Context: an optimization exercise on an open-source flow, tuned for small area. The choices shown serve that exercise and are no tape-out recipe.
Function was checked by simulation only, so behaviour that the tests miss may differ from the original.
In every run shown here, the design's own scripts or RTL, not TritonCTS, make the clock network.
The clock input has no modelled driver; a real chip could not lean on it and would need a root buffer or a full tree.
No activity file was given, so power comes from the tool's default toggle rates.

==> design.v <==
module bcd_inc(input [3:0] d, input c, output [3:0] o, output co);
	assign co   = c & d[3] & d[0];
	assign o[0] = d[0] ^ c;
	assign o[1] = d[1] ^ (c & d[0] & ~d[3]);
	assign o[2] = d[2] ^ (c & d[0] & d[1]);
	assign o[3] = d[3] ^ (c & d[0] & (d[3] | (d[1] & d[2])));
endmodule
module six_inc(input [2:0] d, input c, output [2:0] o, output co);
	assign co   = c & d[2] & d[0];
	assign o[0] = d[0] ^ c;
	assign o[1] = d[1] ^ (c & d[0] & ~d[2]);
	assign o[2] = d[2] ^ (c & d[0] & (d[1] | d[2]));
endmodule
module top_czcjj(
	input sys_clk,
	input reset_n,
	input   [2:0]    key,
	output [3:0] seg_sel,
	output [7:0] seg_led
);
reg [2:0] r_ff;
reg [3:0] k0_ff, k1_ff, k2_ff;
always @(posedge sys_clk) begin
	r_ff  <= {r_ff[1:0],  ~reset_n};
	k0_ff <= {k0_ff[2:0], ~key[0]};
	k1_ff <= {k1_ff[2:0], ~key[1]};
	k2_ff <= {k2_ff[2:0], ~key[2]};
end
wire rst     = &r_ff;
wire stop_ev = (&k0_ff[2:0]) & ~k0_ff[3];           
wire add_ev  = (&k1_ff[3:1]) & ~k1_ff[0];           
wire chd_ev  = (&k2_ff[2:0]) & ~k2_ff[3];           
reg waiting;         
reg [1:0] mode;      
always @(posedge sys_clk) begin
	if (rst) waiting <= 1'b0;
	else if (stop_ev) waiting <= ~waiting;
end
always @(posedge sys_clk) begin
	if (rst) mode <= 2'd0;
	else if (chd_ev) mode <= {mode[0], ~mode[1] & ~mode[0]};
end
reg [5:0] pre;        
wire [5:0] pre_c = {&pre[4:0], &pre[3:0], &pre[2:0], &pre[1:0], pre[0], 1'b1};
wire tick = waiting & (&pre);
always @(posedge sys_clk) begin
	if (rst) pre <= 6'd14;
	else if (waiting) pre <= (pre ^ pre_c) | {2'b00, {3{&pre}}, 1'b0};
end
reg [3:0] s_o; reg [2:0] s_t;
reg [3:0] m_o; reg [2:0] m_t;
wire [3:0] s_o_n, m_o_n; wire [2:0] s_t_n, m_t_n;
wire c_so, c_st, c_mo, c_mt;
bcd_inc u_so(.d(s_o), .c(tick), .o(s_o_n), .co(c_so));
six_inc u_st(.d(s_t), .c(c_so), .o(s_t_n), .co(c_st));
bcd_inc u_mo(.d(m_o), .c(c_st), .o(m_o_n), .co(c_mo));
six_inc u_mt(.d(m_t), .c(c_mo), .o(m_t_n), .co(c_mt));
wire m_ev = c_st;
always @(posedge sys_clk) begin
	if (rst) begin
		s_o <= 4'd0; s_t <= 3'd0; m_o <= 4'd0; m_t <= 3'd0;
	end else begin
		s_o <= s_o_n; s_t <= s_t_n; m_o <= m_o_n; m_t <= m_t_n;
	end
end
reg [15:0] km;
wire [15:0] km_n;
wire k_ev = ~waiting & add_ev;
wire ck0, ck1, ck2, ck3;
bcd_inc u_k0(.d(km[3:0]),   .c(k_ev), .o(km_n[3:0]),   .co(ck0));
bcd_inc u_k1(.d(km[7:4]),   .c(ck0),  .o(km_n[7:4]),   .co(ck1));
bcd_inc u_k2(.d(km[11:8]),  .c(ck1),  .o(km_n[11:8]),  .co(ck2));
bcd_inc u_k3(.d(km[15:12]), .c(ck2),  .o(km_n[15:12]), .co(ck3));
always @(posedge sys_clk) begin
	if (rst) km <= 16'd0;
	else km <= km_n;
end
reg kd1, kd2, md1, md2;
always @(posedge sys_clk) begin
	kd1 <= k_ev & ~rst;
	kd2 <= kd1 & ~rst;
	md1 <= m_ev & ~rst;
	md2 <= md1 & ~rst;
end
wire km_hi0   = ~(|km[15:8]);
wire k_mul5   = ~km[3] & ~km[1] & (km[2] ~^ km[0]);    
wire k_zero   = km_hi0 & ~(|km[7:0]);
wire k_five   = km_hi0 & ~(|km[7:4]) & km[2];
wire k_ten    = km_hi0 & ((km[7:4] == 4'd1) | (km[7:4] == 4'd2) | ((km[7:4] == 4'd3) & ~km[2]));
wire m_zero   = ~(|m_t) & ~(|m_o);
reg [1:0] r3;
always @(posedge sys_clk) begin
	if (rst) r3 <= 2'd0;
	else if (m_ev) r3 <= {r3[0], ~r3[1] & ~r3[0]};
end
wire m_mul3 = ~|r3;
reg [15:0] delta;
always @(*) begin
	delta = 16'h0000;
	if (kd2) begin
		if (k_zero)                 delta = 16'h5999;
		else if (k_mul5 & ~k_five)  delta = k_ten ? 16'h0010 : 16'h0007;
	end else if (md2) begin
		if (m_zero)      delta = 16'h9867;
		else if (m_mul3) delta = 16'h0007;
	end
end
reg [15:0] fare;
reg [15:0] fare_n;
reg [4:0] dsum;
reg cy;
integer i;
always @(*) begin
	cy = 1'b0;
	for (i = 0; i < 4; i = i + 1) begin
		dsum = fare[4*i +: 4] + delta[4*i +: 4] + cy;
		if (dsum > 5'd9) begin
			fare_n[4*i +: 4] = dsum - 5'd10;
			cy = 1'b1;
		end else begin
			fare_n[4*i +: 4] = dsum[3:0];
			cy = 1'b0;
		end
	end
end
always @(posedge sys_clk) begin
	if (rst) fare <= 16'h0030;
	else fare <= fare_n;
end
reg [4:0] q;
wire dri_en = q[4] & ~q[3];
always @(posedge sys_clk) begin
	if (rst) q <= 5'd0;
	else q <= {q[3:0], ~q[4]};
end
reg [3:0] v;           
reg b;                 
always @(posedge sys_clk) begin
	if (rst) begin
		v <= 4'd0; b <= 1'b1;
	end else if (dri_en) begin
		v <= v + 4'd1;
		if (v[1]) b <= 1'b0;
	end
end
wire [1:0] cs = b ? 2'd0 : (v[3:2] - {1'b0, ~|v[1:0]});
reg [3:0] dig;
always @(*) begin
	case (mode)
		2'd0: case (v[3:2])
			2'd0: dig = km[3:0];
			2'd1: dig = km[7:4];
			2'd2: dig = km[11:8];
			default: dig = km[15:12];
		endcase
		2'd1: case (v[3:2])
			2'd0: dig = s_o;
			2'd1: dig = {1'b0, s_t};
			2'd2: dig = m_o;
			default: dig = {1'b0, m_t};
		endcase
		default: case (v[3:2])
			2'd0: dig = fare[3:0];
			2'd1: dig = fare[7:4];
			2'd2: dig = fare[11:8];
			default: dig = fare[15:12];
		endcase
	endcase
end
wire pt = mode[0] ? (cs == 2'd2) : (cs == 2'd1);
reg [3:0] s0, nd, od;
reg pd, odp;
always @(posedge sys_clk) begin
	if (dri_en) begin
		s0 <= dig;
		nd <= s0;
		pd <= ~pt;
		od <= nd;
		odp <= pd;
	end
end
wire [1:0] ss = v[3:2] - {1'b0, ~v[1]};
assign seg_sel = b ? {3'b111, ~|v[1:0]} : ~(4'b0001 << ss);
wire [6:0] seg7 =
	(od == 4'd0) ? 7'b1000000 :
	(od == 4'd1) ? 7'b1111001 :
	(od == 4'd2) ? 7'b0100100 :
	(od == 4'd3) ? 7'b0110000 :
	(od == 4'd4) ? 7'b0011001 :
	(od == 4'd5) ? 7'b0010010 :
	(od == 4'd6) ? 7'b0000010 :
	(od == 4'd7) ? 7'b1111000 :
	(od == 4'd8) ? 7'b0000000 : 7'b0010000;
wire blank = ~|v[1:0];
assign seg_led = b ? {2'b11, {6{blank}}} : {odp, seg7};
endmodule
==> flow/run.sh <==
#!/bin/bash
# Own layout flow: the standard flow (standard.sh) with an area-oriented synthesis
# (own_synth.tcl), plain buf_1 cells as the port buffers and a small hand-built clock tree (manual_cts.tcl).
set -euo pipefail
W=$(pwd)
F=$W/flow
export OWN_ABC_SCRIPT=$F/abc_area_min.script
CTS_HOOK="PRE_CTS_TCL=$F/manual_cts.tcl"
# the platform's don't-use cells plus the larger buffers, so that repairs use small ones
DU="sky130_fd_sc_hd__probe_p_8 sky130_fd_sc_hd__probec_p_8 sky130_fd_sc_hd__lpflow_bleeder_1 sky130_fd_sc_hd__lpflow_clkbufkapwr_1 sky130_fd_sc_hd__lpflow_clkbufkapwr_16 sky130_fd_sc_hd__lpflow_clkbufkapwr_2 sky130_fd_sc_hd__lpflow_clkbufkapwr_4 sky130_fd_sc_hd__lpflow_clkbufkapwr_8 sky130_fd_sc_hd__lpflow_clkinvkapwr_1 sky130_fd_sc_hd__lpflow_clkinvkapwr_16 sky130_fd_sc_hd__lpflow_clkinvkapwr_2 sky130_fd_sc_hd__lpflow_clkinvkapwr_4 sky130_fd_sc_hd__lpflow_clkinvkapwr_8 sky130_fd_sc_hd__lpflow_decapkapwr_12 sky130_fd_sc_hd__lpflow_decapkapwr_3 sky130_fd_sc_hd__lpflow_decapkapwr_4 sky130_fd_sc_hd__lpflow_decapkapwr_6 sky130_fd_sc_hd__lpflow_decapkapwr_8 sky130_fd_sc_hd__lpflow_inputiso0n_1 sky130_fd_sc_hd__lpflow_inputiso0p_1 sky130_fd_sc_hd__lpflow_inputiso1n_1 sky130_fd_sc_hd__lpflow_inputiso1p_1 sky130_fd_sc_hd__lpflow_inputisolatch_1 sky130_fd_sc_hd__lpflow_isobufsrc_1 sky130_fd_sc_hd__lpflow_isobufsrc_16 sky130_fd_sc_hd__lpflow_isobufsrc_2 sky130_fd_sc_hd__lpflow_isobufsrc_4 sky130_fd_sc_hd__lpflow_isobufsrc_8 sky130_fd_sc_hd__lpflow_isobufsrckapwr_16 sky130_fd_sc_hd__lpflow_lsbuf_lh_hl_isowell_tap_1 sky130_fd_sc_hd__lpflow_lsbuf_lh_hl_isowell_tap_2 sky130_fd_sc_hd__lpflow_lsbuf_lh_hl_isowell_tap_4 sky130_fd_sc_hd__lpflow_lsbuf_lh_isowell_4 sky130_fd_sc_hd__lpflow_lsbuf_lh_isowell_tap_1 sky130_fd_sc_hd__lpflow_lsbuf_lh_isowell_tap_2 sky130_fd_sc_hd__lpflow_lsbuf_lh_isowell_tap_4 sky130_fd_sc_hd__buf_4 sky130_fd_sc_hd__buf_6 sky130_fd_sc_hd__buf_8 sky130_fd_sc_hd__buf_12 sky130_fd_sc_hd__buf_16 sky130_fd_sc_hd__bufbuf_8 sky130_fd_sc_hd__bufbuf_16 sky130_fd_sc_hd__clkbuf_4 sky130_fd_sc_hd__clkbuf_8 sky130_fd_sc_hd__clkbuf_16"
bash "$W/standard.sh" "SYNTH_SCRIPT=$F/own_synth.tcl" "ADDER_MAP_FILE=" \
  "BUFFER_PORTS_ARGS=-buffer_cell sky130_fd_sc_hd__buf_1" "$CTS_HOOK" "DONT_USE_CELLS=$DU" "SYNTH_OPERATIONS_ARGS=-noabc" finish > "$W/own_flow_make.log" 2>&1
==> flow/abc_area_min.script <==
strash
&get -n
&fraig -x
&put
dc2
strash
&get -n
&deepsyn -T 120
&put
strash
&get -n
&dch -f
&nf -R 1000 -a
&put
==> flow/manual_cts.tcl <==
# PRE_CTS_TCL hook: replaces clock_tree_synthesis with a small hand-built clock tree.
# The clock port drives four buf_12 buffers; the flip-flops are split into four
# groups by location (median splits in x, then in y) and each group is driven by
# the buffer placed at its centre. Every flip-flop sees the same two-level path.
proc clock_tree_synthesis { args } {
  set block [ord::get_db_block]
  set db [ord::get_db]
  set clk [$block findNet sys_clk]
  set master [$db findMaster sky130_fd_sc_hd__buf_12]
  set sinks {}
  foreach it [$clk getITerms] {
    set inst [$it getInst]
    set loc [$inst getLocation]
    lappend sinks [list [lindex $loc 0] [lindex $loc 1] $it]
  }
  set n [llength $sinks]
  puts "manual cts: $n clock sinks"
  set byx [lsort -integer -index 0 $sinks]
  set h [expr {$n / 2}]
  set groups {}
  foreach half [list [lrange $byx 0 [expr {$h - 1}]] [lrange $byx $h end]] {
    set byy [lsort -integer -index 1 $half]
    set m [expr {[llength $byy] / 2}]
    lappend groups [lrange $byy 0 [expr {$m - 1}]]
    lappend groups [lrange $byy $m end]
  }
  set g 0
  foreach grp $groups {
    set sx 0; set sy 0
    foreach s $grp { incr sx [lindex $s 0]; incr sy [lindex $s 1] }
    set cx [expr {$sx / [llength $grp]}]
    set cy [expr {$sy / [llength $grp]}]
    set inst [odb::dbInst_create $block $master "clkbuf_man_$g"]
    set net [odb::dbNet_create $block "clknet_man_$g"]
    $net setSigType CLOCK
    foreach s $grp {
      set it [lindex $s 2]
      $it disconnect
      $it connect $net
    }
    [$inst findITerm A] connect $clk
    [$inst findITerm X] connect $net
    $inst setLocation $cx $cy
    $inst setPlacementStatus PLACED
    puts "manual cts: buffer $g drives [llength $grp] sinks at ($cx, $cy)"
    incr g
  }
  $clk setSigType CLOCK
  global_connect
  set_propagated_clock [all_clocks]
}
==> flow/own_synth.tcl <==
# Standard synthesis (synth_recipe.tcl) with two changes for area: full/half adder
# extraction is skipped, and ABC maps with an area-only script (no buffering or upsizing).
proc synth {args} { yosys synth -nofsm -noshare {*}$args }
proc extract_fa {args} { puts "own flow: extract_fa skipped" }
proc abc {args} {
  set out {}
  set skip 0
  foreach a $args {
    if { $skip } { set skip 0; continue }
    if { $a eq "-script" || $a eq "-constr" || $a eq "-D" } { set skip 1; continue }
    lappend out $a
  }
  puts "own flow: abc -script $::env(OWN_ABC_SCRIPT) $out"
  yosys abc -script $::env(OWN_ABC_SCRIPT) {*}$out
}
source $::env(SCRIPTS_DIR)/synth.tcl
# left out here: clear keep_hierarchy, flatten, clean up, hide names made inside functions, write 1_2_yosys.v
==> standard.sh <==
#!/bin/bash
# synth_recipe.tcl (not shown) runs the flow's synth.tcl, then flattens the netlist and writes it again
# the make line also repeats each setting of config.mk as NAME=value (left out here)
make -C /OpenROAD-flow-scripts/flow DESIGN_CONFIG=/design/flow/config.mk WORK_HOME=/design/flow/orfs CLKGATE_MAP_FILE= SYNTH_SCRIPT=/design/flow/synth_recipe.tcl "${@:-finish}"
==> config.mk <==
export PLATFORM = sky130hd
export DESIGN_NAME = top_czcjj
export DESIGN_NICKNAME = top_czcjj
export VERILOG_FILES = /design/flow/design.v
export SDC_FILE = /design/flow/constraint.sdc
export NUM_CORES = 4
export LEC_CHECK = 0
export CAP_MARGIN = 20
export CORE_MARGIN = 2
export CORE_UTILIZATION = 40
export PLACE_DENSITY = 0.6
export SLEW_MARGIN = 20
==> constraint.sdc <==
create_clock -name core_clock -period 14.0 [get_ports {sys_clk}]
set_input_delay 2.8000 -clock core_clock [delete_from_list [all_inputs] [get_ports {sys_clk}]]
set_output_delay 2.8000 -clock core_clock [all_outputs]
set_load 0.01 [all_outputs]
==> results of run 1 <==
registers in the layout, summed over array words and instances, names as in the netlist, 4 cells and up:
| signal | cells |
|---|---|
| q | 5 |
| k1_ff | 4 |
| k0_ff | 4 |
| nd | 4 |
| fare | 16 |
| km | 16 |
| od | 4 |
| m_o | 4 |
| s0 | 4 |
| k2_ff | 4 |
| v | 4 |
| pre | 6 |
| s_o | 4 |
synthesized netlist by cell type, types with 4 or more instances:
cell,instances
dfxtp_1,86
a21oi_1,64
nand2_1,44
nor2_1,42
o21ai_0,39
and3_1,17
and2_0,16
edfxtp_1,14
clkinv_1,13
nor3_1,13
xnor2_1,13
nor2b_1,12
a222oi_1,9
nand3_1,9
xor2_1,5
nand2b_1,4
nor4_1,4
cell families after synthesis:
group                      synth area share
muxes                                0.0137
and+or+nand+nor                       0.214
AOI/OAI and AO/OA                     0.187
adders and majority gates           0.00248
DFF                                   0.531
buffers and inverters                0.0121
xor gates and xnor gates             0.0391
area by class of cell:
| class | count | area [sq um] |
|---|---|---|
| fillers | 975 | 5420 |
| inverters | 13 | 48.8 |
| well taps | 133 | 166 |
| repair buffers | 21 | 78.8 |
| multi-input cells | 328 | 1840 |
| flip-flops and latches | 100 | 2140 |
| plain buffers | 4 | 80.1 |
power breakdown:
group          switching [mW]  internal (mW)  total [mW]
combinational           0.110         0.0764       0.186
clock                  0.0691         0.0466       0.116
sequential             0.0512          0.337       0.388
total                   0.230          0.460       0.690
metal layers:
| layer | track usage | up-vias | routed length [um] |
|---|---|---|---|
| li1 | - | 1644 | - |
| met1 | 0.211 | 1539 | 4120 |
| met2 | 0.246 | 72 | 3750 |
| met3 | 0.0138 | 17 | 327 |
| met4 | 0.0444 | 0 | 242 |
| met5 | 0 | - | 0 |
worst max-delay path, cell delays in order (launching register included):
cell and delay (ns):
dfxtp_1 0.38, nor4_1 0.33, nand4_1 0.19, a211o_1 0.34, nor3_1 0.19, buf_1 0.34
nand2_1 0.12, nor3b_1 0.18, a21oi_1 0.28, a21oi_1 0.17, xnor2_1 0.32, nand2b_1 0.13
and2_0 0.18, a21oi_1 0.37, maj3_1 0.30, nor2_1 0.07, o21ai_0 0.12, nor3b_1 0.11
nor2_1 0.18, clkinv_1 0.11, a21oi_1 0.19, nand2_1 0.09, or3_1 0.33, and2_0 0.18
o211ai_1 0.16, a21oi_1 0.05
worst paths after layout:
kind / start / to / slack, ns
hold reg to reg: k1_ff[1] / k1_ff[2] / 0.35
setup reg to reg: km[7] / fare[14] / 8.46
setup / recovery: km[7] / fare[14] / 8.46
hold / removal: k1_ff[1] / k1_ff[2] / 0.35
through the flow:
stage | setup slack [ns] | hold slack, ns | power, mW
after CTS | 8.58 | 0.348 | 0.694
after global placement | 8.86 | 0.329 | 0.575
final | 8.46 | 0.348 | 0.690
after detailed placement | 8.62 | 0.333 | 0.579
after floorplan | 9.02 | 0.323 | 0.522
after global routing | 7.82 | 0.368 | 0.738
==> run notes, run 1 <==
- Distinct cells, synth: 40
- Inserted Diodes: 0
- Fin cells: 599
- Most frequent cells in the layout: 86 x dfxtp_1, 64 x a21oi_1, 44 x nand2_1
- Max Clk Rate: 181 MHz
- Power per cell area: around 160 mW/mm^2
- Flops & latches, synth: 100
- Period Utilization, post-route: 0.395
- Synth Net Count: between 400 and 500
- Final design utilization: 0.446
- RSZ-0062 raised after global routing: no
- Gr usage total: 0.150
- Port-buffer cells: 16
- DR vias/cell: around 5.5
- Area of placed instances: around 0.0043 sq mm
- Sequential-to-total area share from yosys stat: 0.531
- Maximum fanout along the worst path: 7
- Die H: between 100 and 150 um
- Max Cap Viol: 0
- Register-to-Register Path Depth: 25
- Status: no timing/DRC/antenna violations
- Hold Path Class: reg -> reg
- Worst-Margin Slew: between 0.8 and 0.9 ns
- EDFF count, synth: 14
- Fin. max-slew vios: 0
- Synth area leaders: dfxtp_1 43%, edfxtp_1 10%, a21oi_1 7.9%
- TritonRoute pass-1 iters: 7
- Max_slew headroom: 0.456
- Initial core utilization: 0.413
- Core ar.: approximately 0.0098 sq mm
- Synthesized area: 0.00403 sq mm
- Minimum clock period: 5.54 ns
- Crit path kind: reg -> reg
- Hold Path Cell Cnt: 0
- Rows: 36
- Async SR Flop Fraction: 0
- Grt ovf: 0
- Inst Count DP: around 600
- Routability cong.: roughly 0.90
- Clk latency of the worst-skew pair: ~0.13 ns
- Vias in the first global route: between 3000 and 4000
- Initial antenna violation count: 0
- Syn-to-layout area delta: 8.07%
- DR WL/cell: about 14 um
- Detailed Place HPWL: roughly 6.0 mm
- Share of cells above drive strength 1: 0.0129
- First-pass GRT wire length: roughly 14 mm
- Most common cell after layout, fill and taps aside: dfxtp_1
- Setup crit start kind: flop
- Number of setup buffers added after CTS: 0
- Clock-pin slew on the worst setup and hold paths: roughly 0.10 ns
- Worst EP required: 14.01 ns
- Chip Width: about 100 um
- Final count of negative-setup-slack endpoints: 0
- Arr. time, crit path: around 5.6 ns
- Setup TNS: 0 ns
- Avg Cell Area, Syn: just over 9 sq um
- Final Cell Area: roughly 0.0044 sq mm
- Hold Fails Final Rpt: 0
- Largest net degree at the start of global routing: 26
- Peak VDD IR: between 0.08 and 0.09 mV
- Top_reg_cell synth: dfxtp_1
- Remaining DRCs: 0
- DR iter-0 viols: ~210
- Cts repair resizes: 0
- Num ports: 17
- Die Area: 0.0109 sq mm
- Synth top area share: 0.427
- Synth warn: 1
- Via count: 3272
- Clock Skew: about 0.0085 ns
- WL final: between 8 and 9 mm
- Cell taking the most area after synthesis: dfxtp_1
- CTS hold repair buffers: 0
- Final net count: roughly 470
- Crit end category: flop
- Final ANT Viol Nets: 0
- Synth Instances: 441
- LEAKAGE: between 1.5 and 2 nW
==> run 2: changes to the inputs <==
==> flow/abc_area_min.script (replaced) <==
strash
&get -n
&fraig -x
&put
dc2
strash
&get -n
&deepsyn -T 240
&put
strash
&get -n
&dch -f
&nf -R 1000 -a
&put
strash
&get -n
&dch -f
&nf -R 1000 -a
&put
==> run 2 against run 1 <==
  * Still clean on timing, DRC and antenna
  * Flip-flop and latch count stayed put
  * Via count is 1.4% higher
  * Global-route usage is 0.20 points higher
  * Clock power hardly changed
  * Sequential share of layout area hardly changed
  * Worst setup slack better by 0.13 ns
  * Synthesized area stayed put
  * Register-to-register slack better by 0.13 ns
  * Routed wire length is 2.5% higher
  * Sequential power hardly changed
  * Final cell count is 0.67% higher
  * Combinational power is 9% higher
  * Largest cell class unchanged
==> run notes, run 2 <==
- Fin. max-slew vios: 0 (unchanged)
- Grt ovf: 0 (unchanged)
- Die H: 104 um (unchanged)
- CTS hold repair buffers: 0 (unchanged)
- Clk latency of the worst-skew pair: 0.14 ns (about the same)
- EDFF count, synth: 14 (unchanged)
- LEAKAGE: 1.63 nW (-0.79%)
- Final net count: 477 (+0.85%)
- Inserted Diodes: 0 (unchanged)
- Setup TNS: 0 ns (unchanged)
- Arr. time, crit path: 5.47 ns (-0.08 ns)
- Cell breakdown of the critical path: or4_1 > nor4_1 > nor2b_1 > a311oi_1 > nand2_1 > or2_0 > nand2_1 > nand2_1 > nor2b_1 > o21a_1 > nor2_1 > a21oi_1 > o22ai_1 > a21oi_1 > or3_1 > nor2_1 > a21oi_1 > maj3_1 > or3_1 > o21ai_0 > o21ai_0 > a21oi_1
- Minimum clock period: 5.40 ns (-0.133 ns)
- Critical path startpoint: km[13]
- Remaining DRCs: 0 (unchanged)
- Routability cong.: 0.871 (-3.1%)
- Number of setup buffers added after CTS: 0 (unchanged)
- Clock-pin slew on the worst setup and hold paths: 0.10 ns (about the same)
- Register-to-Register Path Depth: 22 (-12%)
- Clock Skew: 0.0150 ns (+0.00642 ns)
- Reg-to-Reg End: fare[14]
- RSZ-0062 raised after global routing: no
- Vias in the first global route: 3032 (-0.033%)
- DR vias/cell: 5.50 (+0.76%)
- Flops & latches, synth: 100 (unchanged)
- Power, Total: 708 uW (+2.6%)
- Post-route setup slack: 8.60 ns (+0.133 ns)
- Initial antenna violation count: 0 (unchanged)
- Post-synth top cells: 86 x dfxtp_1, 53 x a21oi_1, 46 x nand2_1, 44 x nor2_1, 36 x o21ai_0
- Grt met1 use: 0.217 (+0.00618)
- Most common cell after layout, fill and taps aside: dfxtp_1
- Hold Fails Final Rpt: 0 (unchanged)
- Worst Setup EP: fare[14]
- Most frequent cell after synthesis: dfxtp_1
- Fin cells: 603 (+0.67%)
- Met2 Use GR: 0.259 (+0.0126)
- Via count: 3319 (+1.4%)
- Hold Path Class: reg -> reg
- Core ar.: 0.00977 sq mm (unchanged)
- Most frequent cells in the layout: 86 x dfxtp_1, 53 x a21oi_1, 46 x nand2_1
- WL final: 8.65 mm (+2.5%)
- Synth warn: 1 (unchanged)
- Largest regs: fare: 16 flops, km: 16 flops, pre: 6 flops
- Synth Net Count: 451 (+1.1%)
- Final count of negative-setup-slack endpoints: 0 (unchanged)
- Max Cap Viol: 0 (unchanged)
- Top_reg_cell synth: dfxtp_1
- Area of the multi-input gates: 0.00185 sq mm (+0.41%)
- Synthesized area: 0.00403 sq mm (unchanged)
- Internal reg-to-reg setup slack: 8.60 ns (+0.13 ns)
- Synth area leaders: dfxtp_1 43%, edfxtp_1 10%, a21oi_1 6.6%
- Slowest cell delay on critical path: 0.51 ns (+0.13 ns)
- Max_slew headroom: 0.324 (-0.131)
- Peak VDD IR: 0.0634 mV (-27%)
- Detailed Place HPWL: 6.18 mm (+2.7%)
- Worst r2r src: km[13]
- Maximum fanout along the worst path: 6 (-1)
- Crit path top cell by count: a21oi_1
- First-pass GRT wire length: 14.3 mm (+0.87%)
- Port-buffer cells: 16 (unchanged)
- Max Clk Rate: 185 MHz (+2.5%)
- Avg Cell Area, Syn: 9.04 sq um (-1.1%)
- Worst-Margin Slew: 1.01 ns (+0.197 ns)
- Worst EP required: 14.07 ns (+0.06 ns)
- Num ports: 17 (unchanged)
- Setup crit start kind: flop
- Die Area: 0.0109 sq mm (unchanged)
- Worst path slowest cell: or4_1
- Sequential-to-total area share from yosys stat: 0.531 (unchanged)
- Cts repair resizes: 0 (unchanged)
- Chip Width: 104 um (unchanged)
- Most used routing layer: met2
- Cell taking the most area after synthesis: dfxtp_1
- Async SR Flop Fraction: 0 (unchanged)
- Final ANT Viol Nets: 0 (unchanged)
- Crit end category: flop
- Number of fill cells in the layout: 964 (-1.1%)
- DR WL/cell: 14.3 um (+1.8%)
- Synth top area share: 0.427 (unchanged)
- Distinct cells, synth: 45 (+13%)
- Pre-CTS setup slack: 8.65 ns (+0.0319 ns)
- Syn-to-layout area delta: 7.97% (about the same)
- TritonRoute pass-1 iters: 6 (-1)
- Crit path kind: reg -> reg
- Sequential Area: 0.00214 sq mm (unchanged)
- Status: no timing/DRC/antenna violations
- Inst Count DP: 599 (+0.67%)
- M3 GR Usage: 0.00689 (-0.00689)
- Period Utilization, post-route: 0.386 (-0.00952)
- Rows: 36 (unchanged)
- Power per cell area: 163 mW/mm^2 (+2.7%)
- Gr usage total: 0.152 (+0.00201)
- Initial core utilization: 0.413 (unchanged)
- DR iter-0 viols: 267 (+25%)
- Largest net degree at the start of global routing: 26 (unchanged)
- Share of cells above drive strength 1: 0.00851 (-0.00436)
- Synth Instances: 446 (+1.1%)
run 2: critical path, delay by kind of cell (launching register included):
kind	cells	cell delay (ns)
AND/OR/NAND/NOR	12	2.82
adder cells (fa/ha/maj)	1	0.44
flip-flops	1	0.36
AO/OA/AOI/OAI	9	1.72
run 2: worst min path at each step:
stage	endpoint	from	slack, ns	depth (start not counted)
after CTS	k2_ff[1]	k2_ff[0]	0.36	0
final	k2_ff[2]	k2_ff[1]	0.36	0
after detailed placement	k2_ff[2]	k2_ff[1]	0.34	0
after global routing	k0_ff[3]	k0_ff[2]	0.37	0
after global placement	k2_ff[2]	k2_ff[1]	0.33	0
after floorplan	k1_ff[2]	k1_ff[1]	0.32	0
run 2: layer usage:
metal | up-vias | part of all wire
li1 | 1690 | -
met1 | 1535 | 0.48
met2 | 82 | 0.45
met3 | 12 | 0.042
met4 | 0 | 0.019
met5 | - | 0
run 2: report_power, final:
group | leakage, nW | total, mW | internal (mW) | switching [mW]
Sequential | 0.836 | 0.389 | 0.341 | 0.0483
Clock | 0.0376 | 0.117 | 0.0466 | 0.0706
Combinational | 0.758 | 0.202 | 0.0789 | 0.123
Total | 1.63 | 0.708 | 0.466 | 0.242
run 2: through the flow:
step | instance area, sq um | hold WS (ns) | util
floorplan | 4030 | 0.323 | -
global placement | 4270 | 0.332 | 0.437
detailed placement | 4270 | 0.335 | 0.437
CTS | 4350 | 0.357 | 0.445
global route | 4350 | 0.369 | 0.445
finish | 4350 | 0.356 | 0.445
run 2: layout make-up:
| type | instances | share of cell area |
|---|---|---|
| plain buffers | 4 | 0.0184 |
| well taps | 133 | 0.0382 |
| inverters | 11 | 0.00948 |
| repair buffers | 20 | 0.0172 |
| flip-flops and latches | 100 | 0.492 |
| multi-input cells | 335 | 0.425 |
run 2: logic make-up (layout without fill, tap and decap cells):
kind of cell	after synthesis	in the layout	synth area share
xor+xnor	12	12	0.0261
fa+ha+maj	1	1	0.00248
buf+inv	11	35	0.0102
compound gates	136	136	0.203
simple gates	185	185	0.225
mux	1	1	0.00248
flops	100	100	0.531
==> run 3: changes to the inputs <==
==> flow/abc_area_min.script (replaced) <==
strash
&get -n
&fraig -x
&put
dc2
strash
&get -n
&deepsyn -T 240
&put
strash
&get -n
&dch -f
&nf -R 1000 -a
&put
==> run 3 against run 2 <==
  * Die area did not move
  * Worst setup slack improved by 0.036 ns
  * Still clean on timing, DRC and antenna
  * Clock power barely moved
  * Via count down 0.66%
  * Flip-flop and latch count unchanged
  * Maximum frequency increased by 0.67%
  * Routed wire length fell by 0.68%
  * Register-to-register slack gained 0.04 ns
  * Utilization up 0.064 points
  * Final cell count fell by 0.17%
==> run notes, run 3 <==
- Setup TNS: 0 ns (unchanged)
- Initial core utilization: 0.413 (unchanged)
- Peak VDD IR: 0.0979 mV (+55%)
- Simple-gate portion of the synthesized area: 0.232 (+0.00745)
- Share of cells above drive strength 1: 0.0107 (+0.00215)
- Synth top area share: 0.427 (unchanged)
- First-pass GRT wire length: 14.3 mm (-0.14%)
- Clock-pin slew on the worst setup and hold paths: 0.10 ns (about the same)
- Hold Fails Final Rpt: 0 (unchanged)
- Number of setup buffers added after CTS: 0 (unchanged)
- Rows: 36 (unchanged)
- DR vias/cell: 5.48 (-0.50%)
- Most frequent cell after synthesis: dfxtp_1
- Clk latency of the worst-skew pair: 0.13 ns (about the same)
- Post-synthesis mux area share: 0 (-0.00248)
- TritonRoute pass-1 iters: 7 (+1)
- Final ANT Viol Nets: 0 (unchanged)
- Synth warn: 1 (unchanged)
- Maximum fanout along the worst path: 7 (+1)
- Max Cap Viol: 0 (unchanged)
- Chip Width: 104 um (unchanged)
- DR WL/cell: 14.3 um (-0.52%)
- Worst-Margin Slew: 1.03 ns (+0.0144 ns)
- Fin. max-slew vios: 0 (unchanged)
- LEAKAGE: 1.61 nW (-1.2%)
- Detailed Place HPWL: 6.13 mm (-0.69%)
- Die H: 104 um (unchanged)
- CTS hold repair buffers: 0 (unchanged)
- Arr. time, crit path: 5.44 ns (-0.03 ns)
- Setup crit start kind: flop
- Crit end category: flop
- Reg-to-Reg End: fare[14]
- Hold Path Cell Cnt: 0 (unchanged)
- Crit path kind: reg -> reg
- Largest family of logic cells by synthesized area: simple AND/OR/NAND/NOR gates
- Final count of negative-setup-slack endpoints: 0 (unchanged)
- Die Area: 0.0109 sq mm (unchanged)
- Internal reg-to-reg setup slack: 8.63 ns (+0.04 ns)
- HP Start: k2_ff[1]
- Power per cell area: 159 mW/mm^2 (-2.4%)
- Core ar.: 0.00977 sq mm (unchanged)
- Syn-to-layout area delta: 8.13%
- Flops & latches, synth: 100 (unchanged)
- Top_reg_cell synth: dfxtp_1
- Initial antenna violation count: 0 (unchanged)
- Adder-cell share of the synthesized area: 0 (-0.00248)
- Cts repair resizes: 0 (unchanged)
- Hold Path Class: reg -> reg
- Remaining DRCs: 0 (unchanged)
- Minimum clock period: 5.37 ns (-0.0358 ns)
- Max_slew headroom: 0.315 (-0.00962)
- Final design utilization: 0.446 (+0.000640)
- Avg Cell Area, Syn: 9.06 sq um (+0.22%)
- WL final: 8.59 mm (-0.68%)
- Compound-Gate Fraction of Synth Area: 0.202 (-0.000310)
- Async SR Flop Fraction: 0 (unchanged)
- Worst r2r src: m_o[3]
- Post-synth top cells: 86 x dfxtp_1, 50 x a21oi_1, 46 x nor2_1, 42 x o21ai_0, 38 x nand2_1
- Synth Net Count: 450 (-0.22%)
- Clock Skew: 0.00725 ns (-0.00771 ns)
- Cell taking the most area after synthesis: dfxtp_1
- EDFF count, synth: 14 (unchanged)
- Max Clk Rate: 186 MHz (+0.67%)
- Grt ovf: 0 (unchanged)
- Num ports: 17 (unchanged)
- Final net count: 476 (-0.21%)
- Period Utilization, post-route: 0.383 (-0.00255)
- Sequential-to-total area share from yosys stat: 0.531 (unchanged)
- Worst EP required: 14.07 ns (about the same)
- Synth Instances: 445 (-0.22%)
- Power, Total: 692 uW (-2.3%)
- Worst Hold Endpoint: k2_ff[2]
- Status: no timing/DRC/antenna violations
- Distinct cells, synth: 41 (-8.9%)
- Register-to-Register Path Depth: 24 (+9.1%)
- DR iter-0 viols: 275 (+3.0%)
- Port-buffer cells: 16 (unchanged)
- Via count: 3297 (-0.66%)
- Inserted Diodes: 0 (unchanged)
- RSZ-0062 raised after global routing: no
- Largest net degree at the start of global routing: 26 (unchanged)
- Synth area leaders: dfxtp_1 43%, edfxtp_1 10%, a21oi_1 6.2%
- Vias in the first global route: 2960 (-2.4%)
- Routability cong.: 0.900 (+3.3%)
- Most common cell after layout, fill and taps aside: dfxtp_1
- Most frequent cells in the layout: 86 x dfxtp_1, 50 x a21oi_1, 46 x nor2_1
- Largest regs: fare: 16 flops, km: 16 flops, pre: 6 flops
- Synth Area in XOR/XNOR: 0.0239 (-0.00217)
- Gr usage total: 0.152 (-0.000410)
- Synthesized area: 0.00403 sq mm (unchanged)
run 3: cell types whose count changed after synthesis, sizes merged, moves of 3 or more:
cell    change
and2        +8
a22oi       -3
o21ai       +6
nand2       -8
a21oi       -3
o211ai      +3
run 3: critical path: stages, from the launching register on:
cell      delay, ns
dfxtp_1        0.37
nor4_1         0.31
nand2_1        0.12
nor4_2         0.54
a221oi_1       0.15
nor2_1         0.21
nor2b_1        0.09
nor3b_1        0.29
a21oi_1        0.17
nor2b_1        0.17
o21a_1         0.20
nor2_1         0.16
a21oi_1        0.12
o21ai_0        0.25
and2_0         0.29
nor2_1         0.09
or3_1          0.37
nor2_1         0.15
nand2_1        0.08
o21ai_0        0.19
o21ai_0        0.30
nor4_1         0.32
a31o_1         0.15
o21ai_0        0.07
a21oi_1        0.15
run 3: cells by family (layout without fill, tap and decap cells):
| group | count (synthesis) | in the layout |
|---|---|---|
| and+or+nand+nor | 187 | 187 |
| AOI/OAI and AO/OA | 136 | 136 |
| DFF | 100 | 100 |
| xor gates and xnor gates | 11 | 11 |
| buffers and inverters | 11 | 35 |
run 3: layout make-up:
| class | instances | area, sq um |
|---|---|---|
| fillers | 965 | 5410 |
| flip-flops and latches | 100 | 2140 |
| multi-input cells | 334 | 1860 |
| well taps | 133 | 166 |
| plain buffers | 4 | 80.1 |
| repair buffers | 20 | 75.1 |
| inverters | 11 | 41.3 |
run 3: how the worst max path moves through the flow:
| stage | start | to | slack, ns | cells past startpoint |
|---|---|---|---|---|
| final | m_o[3] | fare[14] | 8.63 | 24 |
| after global routing | m_o[3] | fare[14] | 7.98 | 24 |
| after CTS | m_o[3] | fare[14] | 8.31 | 24 |
| after detailed placement | m_o[3] | fare[14] | 8.35 | 24 |
| after global placement | m_o[3] | fare[14] | 8.60 | 24 |
| after floorplan | m_o[3] | fare[14] | 9.20 | 24 |
run 3: where the power goes:
part	leakage, nW	total (mW)	switching, mW	internal (mW)
registers	0.836	0.381	0.0433	0.338
clock network	0.0376	0.117	0.0705	0.0466
logic	0.739	0.194	0.120	0.0735
run 3: through the flow:
step                      cells  setup WS (ns)  area [sq um]  hold slack, ns
after global placement      598           8.60          4270           0.329
final                       602           8.63          4360           0.354
after floorplan             445           9.20          4030           0.323
after detailed placement    598           8.35          4270           0.336
after CTS                   602           8.31          4350           0.356
after global routing        602           7.98          4360           0.362
run 3: routing by layer:
metal / part of all wire / vias up / GRT usage
met5: 0 / - / 0
met4: 0.013 / 0 / 0.0212
met3: 0.056 / 11 / 0.0113
met2: 0.44 / 94 / 0.248
met1: 0.49 / 1513 / 0.226
li1: - / 1679 / -

## port drivers added, routing unchanged
How much do the figures lean on ideal ports? The routed layouts below were timed once more, with nothing changed but the port constraints.
Step 1 sets driving cells, clkbuf_16 on the clock port and buf_2 on the other inputs (assumed; they add their load-dependent delay and slew).
Step 2, shift: input delay + t, output delay - t, t = (earliest + latest rising clock arrival at the registers) / 2. This alone moves slack from input paths to output paths.
a / b / c = ideal / step 1 / step 2; a / b = the first two.
run | t (ns) | slack for setup (ns) | worst setup path after step 2 | cell pins on the clock port's net
run 1 | 0.218 | 8.464 / 8.464 / 8.464 | register to register | 4
run 2 | 0.220 | 8.598 / 8.598 / 8.598 | register to register | 4
run 3 | 0.216 | 8.633 / 8.634 / 8.634 | register to register | 4
After both steps setup and hold are still met in every run listed.
